This design comes from an exercise in tuning for small area, a short achievable clock period and few clock cycles on the open sky130 flow, not from production work. The RTL was checked by simulation tests, not by an equivalence proof against the original design.

==> flow/design.v, too long to show whole: its modules and the start of the top module <==
// module fir_filter: 3678 lines
// module fir_aoi21: 3 lines
// module fir_oai21: 3 lines
// module fir_nand2: 3 lines
// module fir_nor2: 3 lines
// module fir_inv: 3 lines
// module fir_xor2: 3 lines
// module fir_xnor2: 3 lines
// module fir_fa: 4 lines
// module fir_ha: 4 lines
module fir_filter #(
    parameter DATA_WIDTH = 16,
    parameter TAPS = 16
)(
    input wire clk,
    input wire reset,
    input wire start_fir,
    input wire [1:0] filter_mode,
    input wire [TAPS*DATA_WIDTH-1:0] input_buffer,
    output reg signed [DATA_WIDTH-1:0] fir_output,
    output reg fir_done
);
  // ...
==> flow/flow/run.sh <==
#!/bin/bash
# The standard layout (standard.sh) with smaller port buffers (buf_1).
set -uo pipefail
bash standard.sh "BUFFER_PORTS_ARGS=-buffer_cell sky130_fd_sc_hd__buf_1" finish > standard_make.log 2>&1
==> flow/standard.sh <==
#!/bin/bash
# synth_recipe.tcl (not shown) runs the flow's synth.tcl, then flattens the netlist and writes it again
# the make line also repeats each setting of config.mk as NAME=value (left out here)
make -C /OpenROAD-flow-scripts/flow DESIGN_CONFIG=/design/flow/config.mk WORK_HOME=/design/flow/orfs CLKGATE_MAP_FILE= SYNTH_SCRIPT=/design/flow/synth_recipe.tcl "${@:-finish}"
==> flow/config.mk <==
export PLATFORM = sky130hd
export DESIGN_NAME = fir_filter
export DESIGN_NICKNAME = fir_filter
export VERILOG_FILES = /design/flow/design.v
export SDC_FILE = /design/flow/constraint.sdc
export NUM_CORES = 4
export LEC_CHECK = 0
export CAP_MARGIN = 20
export CORE_MARGIN = 2
export CORE_UTILIZATION = 40
export GPL_TIMING_DRIVEN = 1
export PLACE_DENSITY = 0.6
export SETUP_SLACK_MARGIN = 3.9
export SLEW_MARGIN = 20
export SYNTH_HIERARCHICAL = 1
export SYNTH_MINIMUM_KEEP_SIZE = 0
==> flow/constraint.sdc <==
create_clock -name core_clock -period 11.0 [get_ports {clk}]
set_input_delay 2.2000 -clock core_clock [delete_from_list [all_inputs] [get_ports {clk}]]
set_output_delay 2.2000 -clock core_clock [all_outputs]
set_load 0.01 [all_outputs]
==> results.cfg, run 1 <==
[sta]
worst_pin_slew_ns = 0.935
min_period_over_period = 0.629

[final_layout]
n_all_buffers = 284
multi_input_area_um2 = 15200
final_common_cell = nand2_1
clock_buffers = 10
multi_input_area_share = 0.791
final_cell_mix = nand2_1 (336), buf_1 (277), fa_1 (272)
stdcell_area_um2 = 19200

[synth]
avgSynthCellArea_um2 = 8.78
syn_inst = 1967
async_flop_share = 0.0159
yosysUniqueCellTypes = 33
synth_ff_type = dfxtp_1

[placement]
io_buffers = 277

[setup_path]
cp_top_family = adder cells
critPathSlowestCell = xor2_1
required_ns = 11.21
critical_path.startpoint_type = primary input
endpoint = r0_11$_DFF_P_
crit_type = primary input to flop
crit_buf_inv = 1

[global_routing]
grt_use_met2 = 0.378
grt-busiest-layer = met2
met3_usage = 0.0233

[die]
core_um2 = 42900

[run_status]
status = finished clean

[detailed_routing]
viasPerCell = 5.22
wl_met2_mm = 23.7
drt_iter0_drc = 779

[power]
Testbench counts, summed over its fixed seeds: cycles 1,032.
==> run 2: changes to the inputs <==
--- a/flow/config.mk
+++ b/flow/config.mk
@@ -10,7 +10,7 @@
 export CORE_UTILIZATION = 40
 export GPL_TIMING_DRIVEN = 1
 export PLACE_DENSITY = 0.6
-export SETUP_SLACK_MARGIN = 3.9
+export SETUP_SLACK_MARGIN = 4.1
 export SLEW_MARGIN = 20
 export SYNTH_HIERARCHICAL = 1
 export SYNTH_MINIMUM_KEEP_SIZE = 0
==> results.cfg, run 2 <==
[detailed_routing]
num_vias = 14600
wl_per_cell_um = 18.7
final_antenna_net_count = 0
dr.pass1.iters = 5
detail_route.wirelength_mm = 52.1
viasPerCell = 5.24
drt_iter0_drc = 848
drc = 0

[cts]
cts_made_buffers = 9
postCtsSetupRepairBufs = 0
cts_tree = yes
cts.path.max_buffers = 2
clk_pin_slew_ns = 0.05
clock-sinks = 63
cts-root-buf = clkbuf_16
h-tree-depth = 3

[sta]
hold_slack_ns = 1.67
finalCriticalPeriod_ns = 6.70
rsz0062_at_grt = false
fin_setup_tns_ns = 0
maxSlewViolCount = 0
hold_violations = 0
worst_pin_slew_ns = 0.952
setup_viol = 0
timing.final.ws_setup_ns = 4.30
fmax_mhz = 149
slew_headroom = 0.365
min_period_over_period = 0.609

[final_layout]
n_antenna_cell = 0
drive_gt1_frac = 0.102
largest_register_ffs = 17
final_common_cell = nand2_1
final_cell_mix = nand2_1 (336), buf_1 (277), fa_1 (272)
fillers = 4317
nets = 2934
finalNonFillerCells = 2791
utilization = 0.448
area_growth_pct = 11.3
top_register = r_eg
stdcell_area_um2 = 19200

[run]
maxCapViolations = 0

[die]
die_area_um2 = 44900
fp.dieW_um = 212
io_pins = 278
initial_core_util = 0.403
num_rows = 76
fp.dieH_um = 212
core_um2 = 42900

[synth]
synth_ff_type = dfxtp_1
synth_area_um2 = 17300
synth_most_common_cell = nand2_1
avgSynthCellArea_um2 = 8.78
netlist.area_leader.share = 0.315
yosysUniqueCellTypes = 33
yosys-top-cells-count = nand2_1 (336), fa_1 (272), ha_1 (200), a21oi_2 (182), o21ai_1 (168)
ys_ff_latch = 63
syn_inst = 1967
synthTopCellsByArea = fa_1 (32%), ha_1 (14%), a21oi_2 (9.2%), nand2_1 (7.3%), dfxtp_1 (7.2%)
synth-edff-count = 0
synth_warnings = 7
async_flop_share = 0.0159
ys_seq_area_frac = 0.0733
yosysTopAreaCell = fa_1

[setup_path]
critical_path.startpoint_type = primary input
path_max_fanout = 9
required_ns = 11.21
critPathCaptureType = flop
crit_type = primary input to flop
arrival_ns = 6.91

[global_routing]
grt_pass1_vias = 15200
grt_pass1_wl_mm = 82.6
grt_max_degree = 79
antenna_found_initial = 0
grt_use_total = 0.237
gr-total-overflow = 0

[placement]
io_buffers = 277
dp_slack_ns = 3.44
dpl-instance-area_um2 = 18800
dp.cells = 2775
globalplace.congestion = 0.931
hpwl_mm = 45.4

[run_status]
status = finished clean

[worst_hold_path]
hold_path_class = primary input to asynchronous set/reset pin
[run 2: cell count changes in the layout (fill, tap and decap cells not counted)]
cell / delta
o21ai_1: -3
o21ai_2: +3
a21oi_4: +4
xor2_1: -3
inv_2: -1
xor2_2: +3
a21oi_2: -4
inv_4: +1
[run 2: final timing paths]
path	start	endpoint	slack, ns	cells past startpoint
min in group core_clock	start_fir	fir_done$_DFF_PP0_	1.97	1
setup / recovery	input_buffer[113]	r0_14$_DFF_P_	4.30	13
hold / removal	reset	fir_done$_DFF_PP0_	1.67	2
max in group asynchronous	reset	fir_done$_DFF_PP0_	9.25	2
[run 2: final cells by class]
type / instances / area (um^2) / share of cell area
clock buffer: 10 / 229 / 0.0119
clock inverter: 6 / 85.1 / 0.00443
inverter: 159 / 599 / 0.0312
multi-input combinational: 1684 / 15200 / 0.792
sequential: 63 / 1270 / 0.0659
tap: 585 / 732 / 0.0381
timing repair buffer: 284 / 1090 / 0.0568
[run 2: worst max-delay path, cell delays in order]
cell and delay (ns):
buf_1 0.07, ha_1 0.32, a21oi_2 0.24, o21ai_2 0.19, a21oi_4 0.34, o21ai_1 0.14
xor2_1 0.53, o21ai_0 0.28, fa_1 0.61, fa_1 0.46, fa_1 0.52, fa_1 0.57
fa_1 0.41
[run 2: Yosys stat by module, one instance, submodules excluded, a selection]
module	flip-flops and latches	cells inside	cell area (um^2)
fir_aoi21	0	1	8.76
fir_nor2	0	1	3.75
fir_xnor2	0	1	8.76
fir_ha	0	1	12.5
fir_filter	63	648	4350
fir_inv	0	1	3.75
fir_nand2	0	1	3.75
fir_xor2	0	1	8.76
[run 2: layer usage]
| metal | vias to the layer above | part of all wire | track usage |
|---|---|---|---|
| met5 | - | 0 | 0 |
| met4 | 0 | 0.020 | 0.0573 |
| met3 | 49 | 0.059 | 0.0233 |
| met2 | 499 | 0.46 | 0.379 |
| met1 | 7046 | 0.46 | 0.344 |
| li1 | 7031 | - | - |
[run 2: cell families (layout without fill, tap and decap cells)]
family	Yosys count	in the layout	share of synthesized area
AO/OA/AOI/OAI	522	522	0.208
XOR/XNOR	144	144	0.0730
adder cells (fa/ha/maj)	472	472	0.460
buffers and inverters	226	459	0.0558
flip-flops	63	63	0.0733
multiplexers	6	6	0.00355
other	1	7	0.000217
AND/OR/NAND/NOR	533	533	0.126
[run 2: what timing repair did]
item	in CTS	in global routing
gates resized for setup	11	12
hold buffers	0	0
pin swaps	0	0
endpoints found under the setup margin	20	23
==> run 3: changes to the inputs <==
--- a/flow/config.mk
+++ b/flow/config.mk
@@ -10,7 +10,7 @@
 export CORE_UTILIZATION = 40
 export GPL_TIMING_DRIVEN = 1
 export PLACE_DENSITY = 0.6
-export SETUP_SLACK_MARGIN = 4.1
+export SETUP_SLACK_MARGIN = 4.5
 export SLEW_MARGIN = 20
 export SYNTH_HIERARCHICAL = 1
 export SYNTH_MINIMUM_KEEP_SIZE = 0
==> results.cfg, run 3 <==
[run_status]
status = finished clean

[synth]
yosysUniqueCellTypes = 33
synth_most_common_cell = nand2_1
synth-edff-count = 0
synth_ff_type = dfxtp_1
avgSynthCellArea_um2 = 8.78
synthAdderAreaFrac = 0.460
async_flop_share = 0.0159
syn_inst = 1967
ys_seq_area_frac = 0.0733
synth.area.mux_share = 0.00355
yosys.area_share.simple = 0.126
synth_area_um2 = 17300
yosys-top-cells-count = nand2_1 (336), fa_1 (272), ha_1 (200), a21oi_2 (182), o21ai_1 (168)
netlist.area_leader.share = 0.315
synth_top_family_by_area = adder cells
yosysTopAreaCell = fa_1
synthTopCellsByArea = fa_1 (32%), ha_1 (14%), a21oi_2 (9.2%), nand2_1 (7.3%), dfxtp_1 (7.2%)
synth-xor-area-share = 0.0730
ys_ff_latch = 63
synth_warnings = 7
synth_compound_area_frac = 0.208

[detailed_routing]
detail_route.wirelength_mm = 54.5
drt_iter0_drc = 816
num_vias = 15000
dr.pass1.iters = 7
drc = 0
viasPerCell = 5.24
wl_per_cell_um = 19.1
final_antenna_net_count = 0

[sta]
slew_headroom = 0.369
finalCriticalPeriod_ns = 6.40
maxSlewViolCount = 0
min_period_over_period = 0.582
rsz0062_at_grt = true
timing.final.ws_setup_ns = 4.60
hold_violations = 0
fmax_mhz = 156
worst_pin_slew_ns = 0.947
setup_viol = 0
fin_setup_tns_ns = 0

[cts]
cts_tree = yes
postCtsHoldBufs = 0
cts_made_buffers = 9
clk_pin_slew_ns = 0.05
h-tree-depth = 3
clock-sinks = 63
cts-root-buf = clkbuf_16
cts.path.max_buffers = 2

[final_layout]
utilization = 0.481
drive_gt1_frac = 0.183
n_antenna_cell = 0
area_growth_pct = 19.5
final_cell_mix = nand2_1 (330), buf_1 (273), fa_1 (272)
nets = 2997
top_register = r_eg
finalNonFillerCells = 2853
largest_register_ffs = 17
final_common_cell = nand2_1

[setup_path]
critical_path.startpoint_type = primary input
crit_chain = buf_1, ha_1, a21oi_2, o21ai_4, buf_12, a21oi_4, buf_12, buf_6, o21ai_2, xor2_2, buf_4, and2_1, a21o_1, fa_1, fa_1, fa_1, fa_1, fa_1
cp_top_family = adder cells
critPathCaptureType = flop
path_max_fanout = 6
critPathSlowestCell = fa_1
cpMostUsedCell = fa_1
crit_type = primary input to flop
required_ns = 11.20
crit_path_max_incr_delay_ns = 0.57
arrival_ns = 6.61
crit_buf_inv = 5

[placement]
hpwl_mm = 45.6
dp_slack_ns = 3.37
dp.cells = 2775
globalplace.congestion = 0.902
io_buffers = 277

[run]
maxCapViolations = 0

[global_routing]
gr-total-overflow = 0
grt_pass1_vias = 15100
grt_pass1_wl_mm = 84.6
antenna_found_initial = 0
grt_max_degree = 72
grt_use_total = 0.245

[die]
fp.dieH_um = 212
fp.dieW_um = 212
die_area_um2 = 44900
core_um2 = 42900
io_pins = 278
num_rows = 76
initial_core_util = 0.403

[worst_hold_path]
hold_path_class = primary input to asynchronous set/reset pin
run 3: cell counts after synthesis:
No cell type changed its count.
run 3: final cells by class:
cell class                      instances  area, um^2
Inverter                              159         601
Clock inverter                          6        86.3
Sequential cell                        63        1290
Timing Repair Buffer                  344        1700
Clock buffer                            9         225
Tap cell                              585         732
Fill cell                            4103       22200
Multi-Input combinational cell       1687       16000
run 3: worst paths after layout:
kind	from	to	slack (ns)	depth (start not counted)
min	reset	fir_done$_DFF_PP0_	1.67	2
min in group core_clock	start_fir	fir_done$_DFF_PP0_	1.97	1
max in group asynchronous	reset	fir_done$_DFF_PP0_	9.25	2
max	input_buffer[115]	r0_16$_DFF_P_	4.60	18
run 3: cell families (layout without fill, tap and decap cells):
| group | Yosys count | count (layout) |
|---|---|---|
| buffers and inverters | 226 | 518 |
| DFF | 63 | 63 |
| adders and majority gates | 472 | 472 |
| muxes | 6 | 6 |
| and+or+nand+nor | 533 | 533 |
| xor gates and xnor gates | 144 | 144 |
| other | 1 | 7 |
| AOI/OAI and AO/OA | 522 | 525 |
run 3: layer usage:
metal | wire length [um] | vias to the layer above | GRT usage
li1 | - | 7142 | -
met3 | 3100 | 58 | 0.0280
met1 | 25000 | 7264 | 0.351
met2 | 25200 | 488 | 0.396
met4 | 1120 | 0 | 0.0551
met5 | 0 | - | 0
run 3: through the flow:
step	area (um^2)	hold slack (ns)
2_1_floorplan	17300	1.93
3_3_place_gp	18800	2.01
3_5_place_dp	18800	2.01
4_1_cts	19700	1.65
5_1_grt	20600	1.66
6_report	20600	1.67
run 3: modules after synthesis (local to each module, per instance):
module / times used / flip-flops and latches / cell area (um^2)
fir_inv: 152 / 0 / 3.75
fir_xor2: 95 / 0 / 8.76
fir_ha: 195 / 0 / 12.5
fir_fa: 272 / 0 / 20.0
fir_nor2: 78 / 0 / 3.75
fir_filter: 1 / 63 / 4350
fir_xnor2: 49 / 0 / 8.76
fir_aoi21: 182 / 0 / 8.76
fir_nand2: 128 / 0 / 3.75
fir_oai21: 168 / 0 / 5.00
run 3: repair_timing:
item	CTS	global route
cloned	3	0
pin swaps	20	49
resized for setup	68	127
buffers inserted	20	40
setup endpoints to repair	36	47
==> run 4: changes to the inputs <==
--- a/flow/config.mk
+++ b/flow/config.mk
@@ -7,9 +7,9 @@
 export LEC_CHECK = 0
 export CAP_MARGIN = 20
 export CORE_MARGIN = 2
-export CORE_UTILIZATION = 40
+export CORE_UTILIZATION = 45
 export GPL_TIMING_DRIVEN = 1
-export PLACE_DENSITY = 0.6
+export PLACE_DENSITY = 0.65
 export SETUP_SLACK_MARGIN = 4.5
 export SLEW_MARGIN = 20
 export SYNTH_HIERARCHICAL = 1
==> results.cfg, run 4 <==
[detailed_routing]
viasPerCell = 5.38
final_antenna_net_count = 0
dr.pass1.iters = 5
num_vias = 14900
drt_iter0_drc = 1044
drc = 0
wl_per_cell_um = 18.7
detail_route.wirelength_mm = 51.8

[die]
fp.dieW_um = 200
initial_core_util = 0.457
num_rows = 71
io_pins = 278
core_um2 = 37800
die_area_um2 = 40000
fp.dieH_um = 200

[final_layout]
top_register = r_eg
largest_register_ffs = 17
n_antenna_cell = 0
nets = 2987
area_growth_pct = 18.0
final_common_cell = nand2_1
final_cell_mix = nand2_1 (331), buf_1 (275), fa_1 (271)
drive_gt1_frac = 0.180

[sta]
slew_headroom = 0.276
fmax_mhz = 156
hold_violations = 0
fin_setup_tns_ns = 0
setup_viol = 0
min_period_over_period = 0.583
worst_pin_slew_ns = 1.09
rsz0062_at_grt = true
hold_slack_ns = 1.67
maxSlewViolCount = 0
finalCriticalPeriod_ns = 6.41

[cts]
postCtsHoldBufs = 0
clock-sinks = 63
cts.path.max_buffers = 2
clk_pin_slew_ns = 0.05
cts_tree = yes
cts-root-buf = clkbuf_16
cts_made_buffers = 9
h-tree-depth = 3

[setup_path]
path_max_fanout = 5
critPathSlowestCell = fa_1
arrival_ns = 6.61
cpMostUsedCell = fa_1
crit_chain = buf_1, ha_1, a21oi_4, o21ai_4, buf_12, a21oi_4, o21ai_2, xor2_2, and2_1, a21o_1, fa_1, fa_1, fa_1, fa_1, fa_1
critical_path.startpoint_type = primary input
crit_path_max_incr_delay_ns = 0.58
required_ns = 11.20
critPathCaptureType = flop
crit_type = primary input to flop

[placement]
hpwl_mm = 43.4
io_buffers = 277
globalplace.congestion = 0.957

[synth]
synth_area_um2 = 17300
synthTopCellsByArea = fa_1 (32%), ha_1 (14%), a21oi_2 (9.2%), nand2_1 (7.3%), dfxtp_1 (7.2%)
ys_seq_area_frac = 0.0733
netlist.area_leader.share = 0.315
async_flop_share = 0.0159
synth_warnings = 7
yosysUniqueCellTypes = 33
syn_inst = 1967
avgSynthCellArea_um2 = 8.78
yosysTopAreaCell = fa_1
ys_ff_latch = 63
synth_most_common_cell = nand2_1
synth-edff-count = 0
synth_ff_type = dfxtp_1
yosys-top-cells-count = nand2_1 (336), fa_1 (272), ha_1 (200), a21oi_2 (182), o21ai_1 (168)

[global_routing]
grt_use_total = 0.260
gr-total-overflow = 0
grt_max_degree = 66
grt_pass1_wl_mm = 80.3
antenna_found_initial = 0
grt_pass1_vias = 15100

[run_status]
status = finished clean

[run]
maxCapViolations = 0

[worst_hold_path]
hold_path_class = primary input to asynchronous set/reset pin
-- run 4: logic make-up after synthesis --
kind of cell    after synthesis  synth area share
buf+inv                     226            0.0558
compound gates              522             0.208
simple gates                533             0.126
flops                        63            0.0733
other cells                   1          0.000217
mux                           6           0.00355
xor+xnor                    144            0.0730
fa+ha+maj                   472             0.460
-- run 4: area by class of cell --
| type | count | area, um^2 |
|---|---|---|
| fill | 3478 | 17400 |
| multi-input combinational | 1688 | 16000 |
| timing repair buffer | 333 | 1580 |
| sequential | 63 | 1280 |
| tap | 511 | 639 |
| inverter | 159 | 601 |
| clock buffer | 11 | 253 |
| clock inverter | 5 | 32.5 |
-- run 4: repair_timing --
item / in CTS / in global routing
resized for setup: 60 / 129
setup endpoints to repair: 35 / 47
cloned: 3 / 1
setup buffers: 7 / 42
pin swaps: 14 / 57
-- run 4: path summary, 6_finish.rpt --
check | startpoint | end | slack [ns] | cells after the start
max | input_buffer[129] | r0_16$_DFF_P_ | 4.59 | 15
max in group asynchronous | reset | fir_done$_DFF_PP0_ | 9.25 | 2
min | reset | fir_done$_DFF_PP0_ | 1.67 | 2
min in group core_clock | start_fir | fir_done$_DFF_PP0_ | 1.97 | 1
-- run 4: layer usage --
metal	vias up	global-route usage	routed length, um
met2	546	0.412	24100
met1	7187	0.373	23300
met3	51	0.0405	3620
met5	-	0	0
li1	7115	-	-
met4	0	0.0672	836
-- run 4: stage by stage --
stage                     setup slack [ns]   util  cell area [um^2]  std cells
final                                 4.59  0.540             20400       2770
after detailed placement              3.46  0.495             18700       2701
after floorplan                       4.51      -             17300       1973
after global routing                  4.42  0.540             20400       2770
after global placement                3.56  0.495             18700       2701
after CTS                             4.49  0.515             19400       2727
-- run 4: modules after synthesis (local to each module, per instance), a selection --
module      area, um^2  cells inside  flip-flops and latches  copies in the design
fir_aoi21         8.76             1                       0                   182
fir_filter        4350           648                      63                     1
fir_ha            12.5             1                       0                   195
fir_inv           3.75             1                       0                   152
fir_oai21         5.00             1                       0                   168
fir_xnor2         8.76             1                       0                    49
fir_xor2          8.76             1                       0                    95
-- run 4: critical path: cells and delay by family --
kind	cells	cell delay, ns
AO/OA/AOI/OAI	5	0.89
XOR/XNOR	1	0.23
adder cells (fa/ha/maj)	6	2.84
buffers and inverters	2	0.22
AND/OR/NAND/NOR	1	0.23
==> run 5: changes to the inputs <==
--- a/flow/config.mk
+++ b/flow/config.mk
@@ -10,7 +10,7 @@
 export CORE_UTILIZATION = 45
 export GPL_TIMING_DRIVEN = 1
 export PLACE_DENSITY = 0.65
-export SETUP_SLACK_MARGIN = 4.5
+export SETUP_SLACK_MARGIN = 4.4
 export SLEW_MARGIN = 20
 export SYNTH_HIERARCHICAL = 1
 export SYNTH_MINIMUM_KEEP_SIZE = 0
==> results.cfg, run 5 <==
[setup_path]
path_max_fanout = 9
critical_path.startpoint_type = primary input
required_ns = 11.20
critPathCaptureType = flop
crit_path_max_incr_delay_ns = 0.59
crit_chain = buf_1, ha_1, nand2_1, o21ai_4, a21oi_4, buf_12, o21ai_1, xor2_2, mux2i_1, nand2_1, fa_1, fa_1, fa_1, fa_1, fa_1
critPathSlowestCell = fa_1
cpMostUsedCell = fa_1
arrival_ns = 6.70
crit_type = primary input to flop

[sta]
slew_headroom = 0.347
maxSlewViolCount = 0
timing.final.ws_setup_ns = 4.50
rsz0062_at_grt = true
hold_violations = 0
finalCriticalPeriod_ns = 6.50
setup_viol = 0
worst_pin_slew_ns = 0.979
hold_slack_ns = 1.67
fmax_mhz = 154
min_period_over_period = 0.591
fin_setup_tns_ns = 0

[detailed_routing]
num_vias = 14700
final_antenna_net_count = 0
detail_route.wirelength_mm = 50.6
viasPerCell = 5.33
dr.pass1.iters = 5
wl_per_cell_um = 18.4
drc = 0
drt_iter0_drc = 1071

[cts]
h-tree-depth = 3
clk_pin_slew_ns = 0.06
clock-sinks = 63
cts.path.max_buffers = 2
postCtsHoldBufs = 0
cts-root-buf = clkbuf_16
cts_tree = yes
cts_made_buffers = 9

[placement]
dpl-instance-area_um2 = 18700
globalplace.congestion = 0.891
dp_slack_ns = 3.43
hpwl_mm = 42.8
io_buffers = 277

[final_layout]
largest_register_ffs = 17
drive_gt1_frac = 0.139
top_register = r_eg
nets = 2966
final_cell_mix = nand2_1 (336), buf_1 (276), fa_1 (272)
stdcell_area_um2 = 19800
area_growth_pct = 14.4
final_common_cell = nand2_1
n_antenna_cell = 0
utilization = 0.523

[synth]
avgSynthCellArea_um2 = 8.78
yosysTopAreaCell = fa_1
synth_area_um2 = 17300
synth_most_common_cell = nand2_1
yosysUniqueCellTypes = 33
syn_inst = 1967
netlist.area_leader.share = 0.315
synth_ff_type = dfxtp_1
yosys-top-cells-count = nand2_1 (336), fa_1 (272), ha_1 (200), a21oi_2 (182), o21ai_1 (168)
synthTopCellsByArea = fa_1 (32%), ha_1 (14%), a21oi_2 (9.2%), nand2_1 (7.3%), dfxtp_1 (7.2%)
synth-edff-count = 0
async_flop_share = 0.0159
synth_warnings = 7
ys_seq_area_frac = 0.0733
ys_ff_latch = 63

[die]
fp.dieH_um = 200
core_um2 = 37800
io_pins = 278
fp.dieW_um = 200
die_area_um2 = 40000
initial_core_util = 0.457
num_rows = 71

[global_routing]
grt_pass1_wl_mm = 77.9
grt_max_degree = 66
grt_pass1_vias = 14600
grt_use_total = 0.252
antenna_found_initial = 0
gr-total-overflow = 0

[run]
maxCapViolations = 0

[run_status]
status = finished clean

[worst_hold_path]
hold_path_class = primary input to asynchronous set/reset pin
## run 5: cell counts after synthesis
No cell type changed its count.
## run 5: logic make-up (layout without fill, tap and decap cells)
family | after synthesis | after routing | synth area share
adders and majority gates | 472 | 472 | 0.460
AOI/OAI and AO/OA | 522 | 524 | 0.208
and+or+nand+nor | 533 | 534 | 0.126
DFF | 63 | 63 | 0.0733
buffers and inverters | 226 | 488 | 0.0558
xor gates and xnor gates | 144 | 144 | 0.0730
other | 1 | 7 | 0.000217
muxes | 6 | 6 | 0.00355
## run 5: cell type report
| class | instances | area (um^2) |
|---|---|---|
| fillers | 3600 | 18000 |
| multi-input cells | 1687 | 15600 |
| repair buffers | 313 | 1390 |
| flip-flops and latches | 63 | 1270 |
| well taps | 511 | 639 |
| inverters | 159 | 607 |
| clock buffers | 10 | 229 |
| clock inverters | 6 | 61.3 |
## run 5: worst paths after layout
check | start | to | cells after the start
worst max-delay path | input_buffer[115] | r0_16$_DFF_P_ | 15
worst min-delay path | reset | fir_done$_DFF_PP0_ | 2
max in group asynchronous | reset | fir_done$_DFF_PP0_ | 2
min in group core_clock | start_fir | fir_done$_DFF_PP0_ | 1
## run 5: critical path: cells and delay by family
kind,cells,cell delay (ns)
simple gates,2,0.24
mux,1,0.23
compound gates,3,0.61
xor+xnor,1,0.31
fa+ha+maj,6,2.85
buf+inv,2,0.26
## run 5: metrics by stage
stage	instances
global route	2749
global placement	2701
floorplan	1973
finish	2749
detailed placement	2701
CTS	2722
## run 5: metal layers
| layer | vias to the layer above | routed length [um] | global-route usage |
|---|---|---|---|
| met5 | - | 0 | 0 |
| met4 | 0 | 676 | 0.0436 |
| met3 | 38 | 3500 | 0.0373 |
| met2 | 519 | 23500 | 0.404 |
| met1 | 7016 | 23000 | 0.365 |
| li1 | 7077 | - | - |
## run 5: modules after synthesis (local to each module, per instance), a selection
module | cells | area (um^2) | times used | flip-flops and latches
fir_filter | 648 | 4350 | 1 | 63
fir_fa | 1 | 20.0 | 272 | 0
fir_ha | 1 | 12.5 | 195 | 0
fir_aoi21 | 1 | 8.76 | 182 | 0
fir_xor2 | 1 | 8.76 | 95 | 0
fir_xnor2 | 1 | 8.76 | 49 | 0
fir_oai21 | 1 | 5.00 | 168 | 0
fir_inv | 1 | 3.75 | 152 | 0
fir_nand2 | 1 | 3.75 | 128 | 0
## run 5: what timing repair did
| action | in CTS | in global routing |
|---|---|---|
| pin swaps | 6 | 22 |
| endpoints found under the setup margin | 34 | 36 |
| hold endpoints to repair | 0 | 0 |
| setup buffers | 4 | 25 |
| cloned | 1 | 2 |
| gates resized for setup | 34 | 60 |
==> run 6: changes to the inputs <==
--- a/flow/config.mk
+++ b/flow/config.mk
@@ -7,10 +7,10 @@
 export LEC_CHECK = 0
 export CAP_MARGIN = 20
 export CORE_MARGIN = 2
-export CORE_UTILIZATION = 45
+export CORE_UTILIZATION = 40
 export GPL_TIMING_DRIVEN = 1
-export PLACE_DENSITY = 0.65
-export SETUP_SLACK_MARGIN = 4.4
+export PLACE_DENSITY = 0.6
+export SETUP_SLACK_MARGIN = 4.3
 export SLEW_MARGIN = 20
 export SYNTH_HIERARCHICAL = 1
 export SYNTH_MINIMUM_KEEP_SIZE = 0
==> results.cfg, run 6 <==
[sta]
min_period_over_period = 0.594
maxSlewViolCount = 0
finalCriticalPeriod_ns = 6.53
hold_slack_ns = 1.67
fmax_mhz = 153
fin_setup_tns_ns = 0
worst_pin_slew_ns = 0.938
setup_viol = 0
hold_violations = 0
timing.final.ws_setup_ns = 4.47
rsz0062_at_grt = true
slew_headroom = 0.375

[placement]
globalplace.congestion = 0.931
dp.cells = 2775
dp_slack_ns = 3.44
hpwl_mm = 45.4
dpl-instance-area_um2 = 18800
io_buffers = 277

[final_layout]
nets = 2948
finalNonFillerCells = 2805
final_cell_mix = nand2_1 (336), buf_1 (277), fa_1 (272)
fillers = 4296
utilization = 0.456
stdcell_area_um2 = 19500
drive_gt1_frac = 0.123
seq_area_um2 = 1270
largest_register_ffs = 17
multi_input_area_um2 = 15400
top_register = r_eg
n_antenna_cell = 0
area_growth_pct = 13.1
final_common_cell = nand2_1

[die]
initial_core_util = 0.403
fp.dieW_um = 212
num_rows = 76
fp.dieH_um = 212
io_pins = 278
die_area_um2 = 44900
core_um2 = 42900

[detailed_routing]
num_vias = 14700
drc = 0
dr.pass1.iters = 5
drt_iter0_drc = 887
detail_route.wirelength_mm = 52.3
final_antenna_net_count = 0
wl_per_cell_um = 18.6
viasPerCell = 5.24

[cts]
cts-root-buf = clkbuf_16
h-tree-depth = 3
clock-sinks = 63
clk_pin_slew_ns = 0.05
cts_made_buffers = 9
cts_tree = yes
cts.path.max_buffers = 2

[synth]
yosysTopAreaCell = fa_1
async_flop_share = 0.0159
ys_seq_area_frac = 0.0733
synthTopCellsByArea = fa_1 (32%), ha_1 (14%), a21oi_2 (9.2%), nand2_1 (7.3%), dfxtp_1 (7.2%)
avgSynthCellArea_um2 = 8.78
synth-edff-count = 0
synth_warnings = 7
ys_ff_latch = 63
synth_ff_type = dfxtp_1
yosys-top-cells-count = nand2_1 (336), fa_1 (272), ha_1 (200), a21oi_2 (182), o21ai_1 (168)
yosysUniqueCellTypes = 33
synth_most_common_cell = nand2_1
syn_inst = 1967
synth_area_um2 = 17300
netlist.area_leader.share = 0.315

[global_routing]
grt_max_degree = 79
grt_pass1_wl_mm = 82.7
gr-total-overflow = 0
antenna_found_initial = 0
grt_use_total = 0.237
grt_pass1_vias = 15200

[setup_path]
required_ns = 11.21
arrival_ns = 6.74
critical_path.startpoint_type = primary input
cp-startpoint = input_buffer[97]
path_max_fanout = 9
crit_type = primary input to flop
critPathCaptureType = flop

[run]
maxCapViolations = 0

[worst_hold_path]
hold_path_class = primary input to asynchronous set/reset pin

[run_status]
status = finished clean
## run 6: kinds of logic after synthesis
kind of cell | synth area share
and+or+nand+nor | 0.126
AOI/OAI and AO/OA | 0.208
adders and majority gates | 0.460
buffers and inverters | 0.0558
xor gates and xnor gates | 0.0730
DFF | 0.0733
muxes | 0.00355
other | 0.000217
## run 6: layout make-up
class / instances / area share
repair buffers: 298 / 0.0623
clock buffers: 10 / 0.0117
clock inverters: 6 / 0.00436
multi-input cells: 1684 / 0.788
inverters: 159 / 0.0309
flip-flops and latches: 63 / 0.0651
well taps: 585 / 0.0375
## run 6: per-layer routing
metal | GRT usage | wire length (um) | up-vias
met5 | 0 | 0 | -
met4 | 0.0593 | 977 | 0
met3 | 0.0242 | 2940 | 42
met2 | 0.377 | 23900 | 482
met1 | 0.345 | 24400 | 7130
li1 | - | - | 7040
## run 6: path summary, 6_finish.rpt
kind	endpoint	slack, ns
hold / removal	fir_done$_DFF_PP0_	1.67
setup / recovery	r0_11$_DFF_P_	4.47
max in group asynchronous	fir_done$_DFF_PP0_	9.24
min in group core_clock	fir_done$_DFF_PP0_	1.97
## run 6: what timing repair did
action	4_1_cts	5_1_grt
hold buffers	0	0
endpoints found under the setup margin	25	35
resized for setup	24	36
pin swaps	0	11
setup buffers	0	14
## run 6: worst max-delay path: stages
cell	delay, ns
buf_1	0.07
ha_1	0.32
a21oi_2	0.28
o21ai_4	0.17
a21oi_4	0.36
o21ai_1	0.17
xor2_2	0.41
nand2_1	0.09
o21ai_0	0.13
fa_1	0.49
fa_1	0.58
fa_1	0.45
fa_1	0.58
fa_1	0.41
## run 6: modules after synthesis, one instance, submodules excluded
| module | flip-flops and latches | cell area (um^2) | times used |
|---|---|---|---|
| fir_oai21 | 0 | 5.00 | 168 |
| fir_xnor2 | 0 | 8.76 | 49 |
| fir_nor2 | 0 | 3.75 | 78 |
| fir_filter | 63 | 4350 | 1 |
| fir_ha | 0 | 12.5 | 195 |
| fir_nand2 | 0 | 3.75 | 128 |
| fir_inv | 0 | 3.75 | 152 |
| fir_aoi21 | 0 | 8.76 | 182 |
| fir_xor2 | 0 | 8.76 | 95 |
| fir_fa | 0 | 20.0 | 272 |
==> run 7: changes to the inputs <==
==> flow/flow/run.sh (replaced) <==
#!/bin/bash
# The standard layout (standard.sh) with smaller port buffers (buf_1), and the
# AOI21 cells of the synthesized netlist started at their smallest size
# (flow/downsize.tcl, run before floorplanning).
set -uo pipefail
bash standard.sh "BUFFER_PORTS_ARGS=-buffer_cell sky130_fd_sc_hd__buf_1" "PRE_FLOORPLAN_TCL=$(pwd)/flow/downsize.tcl" finish > standard_make.log 2>&1
==> flow/flow/downsize.tcl (new file) <==
# Run before floorplanning: synthesis maps the AOI21 cells of the prefix adders to
# the double-strength a21oi_2; start them at a21oi_1 and let timing repair upsize
# the ones on critical paths.
set db [ord::get_db]
set block [ord::get_db_block]
set small [$db findMaster sky130_fd_sc_hd__a21oi_1]
set n 0
foreach inst [$block getInsts] {
  if {[[$inst getMaster] getName] eq "sky130_fd_sc_hd__a21oi_2"} {
    $inst swapMaster $small
    incr n
  }
}
puts "downsize.tcl: a21oi_2 -> a21oi_1 on $n instances"
==> results.cfg, run 7 <==
[run_status]
status = finished clean

[placement]
dp.cells = 2723
hpwl_mm = 43.9
dpl-instance-area_um2 = 18000
globalplace.congestion = 0.890
dp_slack_ns = 3.16
io_buffers = 277

[die]
io_pins = 278
fp.dieW_um = 208
core_um2 = 40900
num_rows = 74
fp.dieH_um = 208
initial_core_util = 0.405
die_area_um2 = 43100

[synth]
synth_warnings = 7
syn_inst = 1967

[detailed_routing]
m1WireLength_mm = 22.6
dr_wl_met3_mm = 2.79
viasPerCell = 5.30
num_vias = 14600
detail_route.wirelength_mm = 50.4
drt_iter0_drc = 892
wl_per_cell_um = 18.3
highest_layer = met4
wl_met2_mm = 23.7
final_antenna_net_count = 0
dr.pass1.iters = 5
drc = 0

[setup_path]
crit_path_max_incr_delay_ns = 0.57
crit_chain = buf_1, ha_1, a21oi_1, o21ai_1, a21oi_1, o21ai_1, xor2_1, a22oi_1, o21a_1, fa_1, fa_1, fa_1, fa_1, fa_1
crit_type = primary input to flop
critical_path.startpoint_type = primary input
critPathSlowestCell = fa_1
required_ns = 11.20
path_max_fanout = 5
cpMostUsedCell = fa_1
critPathCaptureType = flop
arrival_ns = 6.81

[cts]
cts-root-buf = clkbuf_16
cts_tree = yes
cts_made_buffers = 9
clk_pin_slew_ns = 0.06
clock-sinks = 63
cts.path.max_buffers = 2
postCtsHoldBufs = 0
h-tree-depth = 3

[final_layout]
top_register = r_eg
final_cell_mix = nand2_1 (336), buf_1 (277), fa_1 (271)
largest_register_ffs = 17
n_antenna_cell = 0
finalNonFillerCells = 2755
stdcell_area_um2 = 18900
utilization = 0.462
seq_area_um2 = 1280
fillers = 4054
final_common_cell = nand2_1
nets = 2953
drive_gt1_frac = 0.0508
multi_input_area_um2 = 14800

[sta]
maxSlewViolCount = 0
hold_slack_ns = 1.67
timing.final.ws_setup_ns = 4.39
finalCriticalPeriod_ns = 6.61
setup_viol = 0
hold_violations = 0
fin_setup_tns_ns = 0
fmax_mhz = 151
rsz0062_at_grt = true
min_period_over_period = 0.601
slew_headroom = 0.400
worst_pin_slew_ns = 0.898

[global_routing]
antenna_found_initial = 0
grt_max_degree = 74
grt_pass1_wl_mm = 80.7
gr-total-overflow = 0
grt_pass1_vias = 15100
grt_use_total = 0.234

[run]
maxCapViolations = 0

[worst_hold_path]
hold_path_class = primary input to asynchronous set/reset pin
-- run 7: critical path: cells and delay by family --
family | cells | cell delay (ns)
xor gates and xnor gates | 1 | 0.26
AOI/OAI and AO/OA | 6 | 1.34
adders and majority gates | 6 | 2.93
buffers and inverters | 1 | 0.08
-- run 7: layout make-up --
cell class	count	share of cell area
clock inverters	4	0.00251
inverters	159	0.0318
well taps	532	0.0352
repair buffers	303	0.0693
flip-flops and latches	63	0.0678
clock buffers	10	0.0126
multi-input cells	1684	0.781
-- run 7: timing repair --
action	CTS	global route
buffers inserted	4	14
hold endpoints to repair	0	0
endpoints found under the setup margin	27	42
pin swaps	2	9
cloned	0	0
resized for setup	27	50
-- run 7: path summary, 6_finish.rpt --
kind	endpoint	slack, ns	cells after the start	startpoint
setup / recovery	r0_16$_DFF_P_	4.39	14	input_buffer[9]
max in group asynchronous	fir_done$_DFF_PP0_	9.25	2	reset
min in group core_clock	fir_done$_DFF_PP0_	1.96	1	start_fir
hold / removal	fir_done$_DFF_PP0_	1.67	2	reset
-- run 7: per-layer routing --
metal  global-route usage  up-vias
met5                    0        -
met4               0.0660        0
met3               0.0259       72
met2                0.390      453
met1                0.323     6997
li1                     -     7068

[re-timing with driven ports]
In the flow no input, the clock included, has a driving cell. The finished layouts below were timed again as built, in two steps.
Step 1, drivers: a clkbuf_16 drives clk and a buf_2 each remaining input, both assumed.
Step 2, shift: input delay + t, output delay - t, t = (earliest + latest rising clock arrival at the registers) / 2. This alone moves slack from input paths to output paths.
Slacks: ideal / step 1 / step 2; pairs: ideal / step 1.
run | shift t [ns] | setup slack, ns | pins driven straight from the clock port
run 1 | 0.380 | 4.080 / 4.107 / 3.727 | 1
run 2 | 0.383 | 4.298 / 4.325 / 3.942 | 1
run 3 | 0.386 | 4.597 / 4.615 / 4.242 | 1
run 4 | 0.376 | 4.587 / 4.606 / 4.237 | 1
run 5 | 0.368 | 4.502 / 4.520 / 4.160 | 1
run 6 | 0.382 | 4.465 / 4.492 / 4.110 | 1
run 7 | 0.379 | 4.392 / 4.417 / 4.038 | 1
After both steps setup and hold are still met in every run listed. For run 2, which loses most, drivers alone change the setup slack by +0.027 ns; drivers and shift together by -0.356 ns.
